From an optimization exercise on the open Yosys and OpenROAD flow, aimed at small area, a short achievable clock period and few clock cycles; shortcuts taken in it are not production practice.
In this exercise RTL edits were held to simulation tests only and were not proved equivalent to the original.
No activity file was given, so power comes from the tool's default toggle rates.

Design CPU_6507, start of the top module:
module CPU_6507(
	output [12:0] addr_bus,
	output [7:0] d_out,
	input [7:0] d_in,
	output reg wenb,
	input clk,
	input rstb,
	input rdy
);
localparam T0 = 5'd0, T1 = 5'd1, ABS2 = 5'd2, IDX = 5'd3, BR = 5'd4, BRFIX = 5'd5;
localparam DATA = 5'd8, MOD = 5'd9, WR = 5'd10, PLO = 5'd11, PHI = 5'd12, PHIJ = 5'd13;
localparam PUSH = 5'd16, SINC = 5'd17, PUSHL = 5'd18, PUSHP = 5'd19, PULLP = 5'd20, PULLL = 5'd21, PULLH = 5'd22, PULLA = 5'd23;
reg [7:0] A, X, Y, S;
reg N, V, D, I, Z, C;
reg [15:0] PC;
reg [7:0] IR, DL, ABL;
reg [4:0] ABH;
reg [4:0] st;
wire [7:0] P = {N, V, 2'b00, D, I, Z, C};
assign addr_bus = st[4] ? {5'b00001, S} : st[3] ? {ABH, ABL} : PC[12:0];
wire [2:0] aaa = IR[7:5];
wire [2:0] bbb = IR[4:2];
wire [1:0] cc = IR[1:0];
wire g1 = cc == 2'b01;
wire g2 = cc == 2'b10;
wire g0 = cc == 2'b00;
wire m_imm = (g1 & bbb == 3'b010) | (~g1 & bbb == 3'b000 & aaa[2]);
wire m_zp = bbb == 3'b001;
wire m_zpi = bbb == 3'b101;
wire m_izx = g1 & bbb == 3'b000;
wire m_izy = g1 & bbb == 3'b100;
wire m_absi = bbb == 3'b111 | (g1 & bbb == 3'b110);
wire use_y = (g1 & (bbb == 3'b110 | bbb == 3'b100)) | (g2 & aaa[2:1] == 2'b10);
wire is_store = aaa == 3'b100 & ~(g0 & ~bbb[0]) & ~(g2 & bbb[1:0] == 2'b10);
wire is_rmw = g2 & ~(aaa[2:1] == 2'b10) & bbb[0];
  ...
Settings: LEC_CHECK=0, CAP_MARGIN=20, CORE_MARGIN=2, CORE_UTILIZATION=60, SLEW_MARGIN=20; clock period 9.0 ns.
standard.sh (not shown) runs the stock make flow with config.mk's settings and CLKGATE_MAP_FILE= SYNTH_SCRIPT=/design/flow/synth_recipe.tcl, a recipe that flattens the netlist after the stock synthesis.
==> flow/flow/run.sh <==
#!/bin/bash
set -euo pipefail
W=$PWD
sed -e "s#^\(\s*\)log_cmd abc {\*}\$abc_args#\1log_cmd abc {*}[lreplace \$abc_args 1 1 $W/flow/abc_nf.script]#" \
    "$FLOW_HOME/scripts/synth.tcl" > "$W/flow_synth_core.tcl"
grep -q 'abc_nf.script' "$W/flow_synth_core.tcl"
sed -e "s#source \$::env(SCRIPTS_DIR)/synth.tcl#source $W/flow_synth_core.tcl#" \
    "$W/synth_recipe.tcl" > "$W/flow_synth.tcl"
grep -q "flow_synth_core.tcl" "$W/flow_synth.tcl"
bash standard.sh SYNTH_SCRIPT="$W/flow_synth.tcl" "BUFFER_PORTS_ARGS=-buffer_cell sky130_fd_sc_hd__buf_4" SETUP_SLACK_MARGIN=5.8 finish > "$W/flow_make.log" 2>&1
==> flow/flow/abc_nf.script <==
strash
&get -n
&dch -f
&nf
&put
topo
stime -c
buffer -c
upsize -c
dnsize -c
The baseline finished clean.
Testbench counts at the start, summed over its fixed seeds: cycles 244,174.
==> next run, changes <==
==> flow/flow/run.sh (replaced) <==
#!/bin/bash
set -euo pipefail
bash standard.sh ADDER_MAP_FILE= "BUFFER_PORTS_ARGS=-buffer_cell sky130_fd_sc_hd__buf_4" SETUP_SLACK_MARGIN=5.8 finish > flow_make.log 2>&1
--- a/flow/config.mk
+++ b/flow/config.mk
@@ -6,4 +6,5 @@
 export NUM_CORES = 4
 export LEC_CHECK = 0
+export ABC_AREA = 1
 export CAP_MARGIN = 20
 export CORE_MARGIN = 2
removed: flow/flow/abc_nf.script
What happened:
- worst hold slack gets worse by 0.013 ns
- register-to-register slack gets better by 0.35 ns
- clock skew barely changes
- total power fell by a few percent
==> next run, changes <==
==> flow/flow/run.sh (replaced) <==
#!/bin/bash
set -euo pipefail
bash standard.sh "BUFFER_PORTS_ARGS=-buffer_cell sky130_fd_sc_hd__buf_4" SETUP_SLACK_MARGIN=5.8 finish > flow_make.log 2>&1
--- a/flow/config.mk
+++ b/flow/config.mk
@@ -6,5 +6,4 @@
 export NUM_CORES = 4
 export LEC_CHECK = 0
-export ABC_AREA = 1
 export CAP_MARGIN = 20
 export CORE_MARGIN = 2
=>
- power came out higher by 23%
- area after synthesis came out higher by 4.1%
- cell area came out higher by 12%
- synthesized cell count came out lower by 16%
- fmax came out lower by 8.9%
- die area came out higher by 3.9%
==> next run, changes <==
--- a/flow/config.mk
+++ b/flow/config.mk
@@ -6,4 +6,5 @@
 export NUM_CORES = 4
 export LEC_CHECK = 0
+export ABC_AREA = 1
 export CAP_MARGIN = 20
 export CORE_MARGIN = 2
What happened: Die area came out lower by 2.9%. Routed wire length came out lower by about 13%. Area after synthesis came out lower by 3.1%. Synthesized cell count came out higher by 19%. Power came out lower by 18%.
==> next run, changes <==
--- a/flow/config.mk
+++ b/flow/config.mk
@@ -10,3 +10,4 @@
 export CORE_MARGIN = 2
 export CORE_UTILIZATION = 60
+export CTS_BUF_LIST = sky130_fd_sc_hd__clkbuf_4 sky130_fd_sc_hd__clkbuf_8
 export SLEW_MARGIN = 20
After rerunning:
- cell area went up by 0.42%
- global-route usage went down by 0.49 points
- clock skew went up by 0.0071 ns
- final cell count is about the same
- synthesized area is unchanged
- die area stays the same
- first-iteration DRC count went up by 6.1%


delta:
CPU_6507, a different RTL version from the one above (not shown whole).
For scale: roughly 1500 cells after synthesis, about 110 flip-flops, ~33 I/O pins, roughly 9200 µm² of cells after synthesis.
==> flow/config.mk <==
export PLATFORM = sky130hd
export DESIGN_NAME = CPU_6507
export DESIGN_NICKNAME = CPU_6507
export VERILOG_FILES = /design/flow/design.v
export SDC_FILE = /design/flow/constraint.sdc
export NUM_CORES = 4
export LEC_CHECK = 0
export ABC_AREA = 1
export CAP_MARGIN = 20
export CORE_MARGIN = 2
export CORE_UTILIZATION = 60
export SLEW_MARGIN = 20
==> flow/constraint.sdc <==
create_clock -name core_clock -period 9.0 [get_ports {clk}]
set_input_delay 1.8000 -clock core_clock [delete_from_list [all_inputs] [get_ports {clk}]]
set_output_delay 1.8000 -clock core_clock [all_outputs]
set_load 0.01 [all_outputs]
==> flow/flow/run.sh <==
#!/bin/bash
set -euo pipefail
bash standard.sh SETUP_SLACK_MARGIN=5.5 finish > flow_make.log 2>&1
Testbench counts of delta, summed over its fixed seeds: cycles 230,376.
## Diff of input files: umber against delta
==> flow/run.sh (new file) <==
#!/bin/bash
# synth_recipe.tcl (not shown) runs the flow's synth.tcl, then flattens the netlist and writes it again
# the make line also repeats each setting of config.mk as NAME=value (left out here)
make -C /OpenROAD-flow-scripts/flow DESIGN_CONFIG=/design/flow/config.mk WORK_HOME=/design/flow/orfs CLKGATE_MAP_FILE= SYNTH_SCRIPT=/design/flow/synth_recipe.tcl finish
--- a/flow/config.mk
+++ b/flow/config.mk
@@ -11,2 +11,3 @@
 export CORE_UTILIZATION = 60
+export SETUP_SLACK_MARGIN = 5
 export SLEW_MARGIN = 20
removed: flow/flow/run.sh
removed: flow/standard.sh
--- outcome ---
Compared with delta, umber ends up with less cell area.
There was hardly any difference in total power per unit cell area between delta and umber.
Total power: umber and delta compared, higher one is delta


run A:
CPU_6507 with an RTL version that a note above also has.
For scale: about 110 flip-flops, about 33 I/O pins.
Settings: LEC_CHECK=0, ABC_AREA=1, CAP_MARGIN=20, CORE_MARGIN=2, CORE_UTILIZATION=60, SETUP_SLACK_MARGIN=5, SLEW_MARGIN=20; clock period 9.0 ns.
run.sh (not shown) runs the stock make flow with config.mk's settings and CLKGATE_MAP_FILE= SYNTH_SCRIPT=/design/flow/synth_recipe.tcl, a recipe that flattens the netlist after the stock synthesis.
Stock flow here: none of the scripts above is used.
Run A reached the final stage; the timing, design-rule and antenna checks on its layout passed.
Testbench counts of run A, summed over its fixed seeds: cycles 244,174.
What run B does differently from run A at the input level:
Settings: CORE_UTILIZATION now 55, was 60; SETUP_SLACK_MARGIN no longer set, was 5.
==> flow/flow/run.sh (new file) <==
#!/bin/bash
set -euo pipefail
bash standard.sh "BUFFER_PORTS_ARGS=-buffer_cell sky130_fd_sc_hd__buf_4" SETUP_SLACK_MARGIN=5.8 finish > flow_make.log 2>&1
==> flow/standard.sh (new file) <==
#!/bin/bash
# synth_recipe.tcl (not shown) runs the flow's synth.tcl, then flattens the netlist and writes it again
# the make line also repeats each setting of config.mk as NAME=value (left out here)
make -C /OpenROAD-flow-scripts/flow DESIGN_CONFIG=/design/flow/config.mk WORK_HOME=/design/flow/orfs CLKGATE_MAP_FILE= SYNTH_SCRIPT=/design/flow/synth_recipe.tcl "${@:-finish}"
removed: flow/run.sh
Findings:
In summary, run A completed successfully, with a layout that passed the timing, design-rule and antenna checks. Run B finished every step from synthesis to the final layout, and the layout passed the timing, design-rule and antenna checks. Comparing run A and run B, the higher non-clock buffer count is on run B. Taking run A as the reference, in run B cell area after layout shows an increase of 6.3%; multi-input gate share of the layout cell area shows a reduction of 1.5 points; area taken by multi-input logic gates shows an increase of 190 µm². For run A, the worst setup path startpoint was cwr[12]$_SDFFE_PN0P_, unlike run B, where it was ABL[4]$_SDFFE_PN1P_.
--- input diff run B..run C ---
Settings: CORE_UTILIZATION now 60, was 55.
==> flow/flow/run.sh <==
#!/bin/bash
set -euo pipefail
bash standard.sh "BUFFER_PORTS_ARGS=-buffer_cell sky130_fd_sc_hd__buf_4" SETUP_SLACK_MARGIN=5.5 finish > flow_make.log 2>&1
--- outcome ---
Sort run C and run B by power consumed by the clock network desc -> top: run C. Run B -> run C: final wirelength decreased by a few percent. Area growth from synthesis to layout down 7.3 points in run C wrt run B. Run C against run B: non-filler instance count after layout went down 3.7%, shortest period the worst path allows +0.24 ns. Fraction of area in clock buffers and inverters for run C is higher than for run B.
Edits applied to the flow inputs when going from run C to run D:
Settings: an added TNS_END_PERCENT of 30.
==> flow/flow/run.sh <==
#!/bin/bash
set -euo pipefail
bash standard.sh "BUFFER_PORTS_ARGS=-buffer_cell sky130_fd_sc_hd__buf_4" SETUP_SLACK_MARGIN=5.8 finish > flow_make.log 2>&1
==> comparison <==
Run D finished all stages; the layout is clean.
Data-path buffer share of cell area in the final layout in run D vs run C: up 3.0 points
Compared with run C, run D shows a non-filler instance count after layout that is 38 higher.
Run C ended up with d_out[6] as its end point of the critical path; run D ended up with d_out[5].
The lower met1 demand-to-capacity share in global routing of run C and run D is in run C.
Input changes introduced in run E (baseline for comparison: run D):
Settings: TNS_END_PERCENT removed (was 30).
==> flow/flow/run.sh <==
#!/bin/bash
set -euo pipefail
bash standard.sh SETUP_SLACK_MARGIN=6.0 finish > flow_make.log 2>&1
Findings:
- Run E | stages: all done | timing, DRC, antenna: all pass
- In the flow results for run D and run E, the post-route minimum period is smaller on run E.
- The post-route core utilization of run E exceeds that of run D by 6.7 points.
- Run E vs. run D: standard cell area after detailed placement went up by 1.4%.
- Non-clock buffer share of cell area was lower in the run labelled run D.
- [compare] base=run D new=run E: worst setup slack now sits higher, worst hold margin went up, wire length picked up an extra 8.5%, power of the combinational group +about 20%.

## static timing again, ports no longer ideal
Ports are ideal in the flow. The routed layouts listed here were re-timed in OpenROAD. Step 1 sets driving cells, clkbuf_16 on the clock port and buf_2 on the other inputs (assumed; they add their load-dependent delay and slew). Step 2 adds t to the input delays and takes it off the output delays; t is the mean of the earliest and latest rising clock arrival at the registers after step 1. Input paths then give back, and output paths get back, about the clock's delay inside the block. Three values: ideal ports, drivers, drivers and shift; two values: the first two.
run	t (ns)	slack for setup (ns)	worst register clock-pin slew, ns
the first run of note 1	0.411	5.426 / 5.380 / 5.239	0.08 / 0.08
the second run of note 1	0.404	5.758 / 5.716 / 5.444	0.08 / 0.08
the third run of note 1	0.414	5.441 / 5.441 / 5.326	0.09 / 0.09
the fourth run of note 1	0.416	5.739 / 5.693 / 5.535	0.08 / 0.08
the fifth run of note 1	0.452	5.673 / 5.633 / 5.471	0.12 / 0.12
delta	0.400	5.265 / 5.247 / 4.847	0.08 / 0.08
umber	0.410	5.027 / 4.982 / 4.715	0.08 / 0.08
run A	0.406	5.084 / 5.039 / 4.853	0.08 / 0.08
run B	0.409	5.771 / 5.723 / 5.503	0.08 / 0.08
run C	0.414	5.530 / 5.485 / 5.285	0.08 / 0.08
run D	0.415	5.614 / 5.566 / 5.421	0.08 / 0.08
run E	0.411	5.733 / 5.689 / 5.626	0.08 / 0.08
After both steps setup and hold are still met in every run listed. For delta, which loses most, drivers alone change the setup slack by -0.018 ns; drivers and shift together by -0.418 ns.
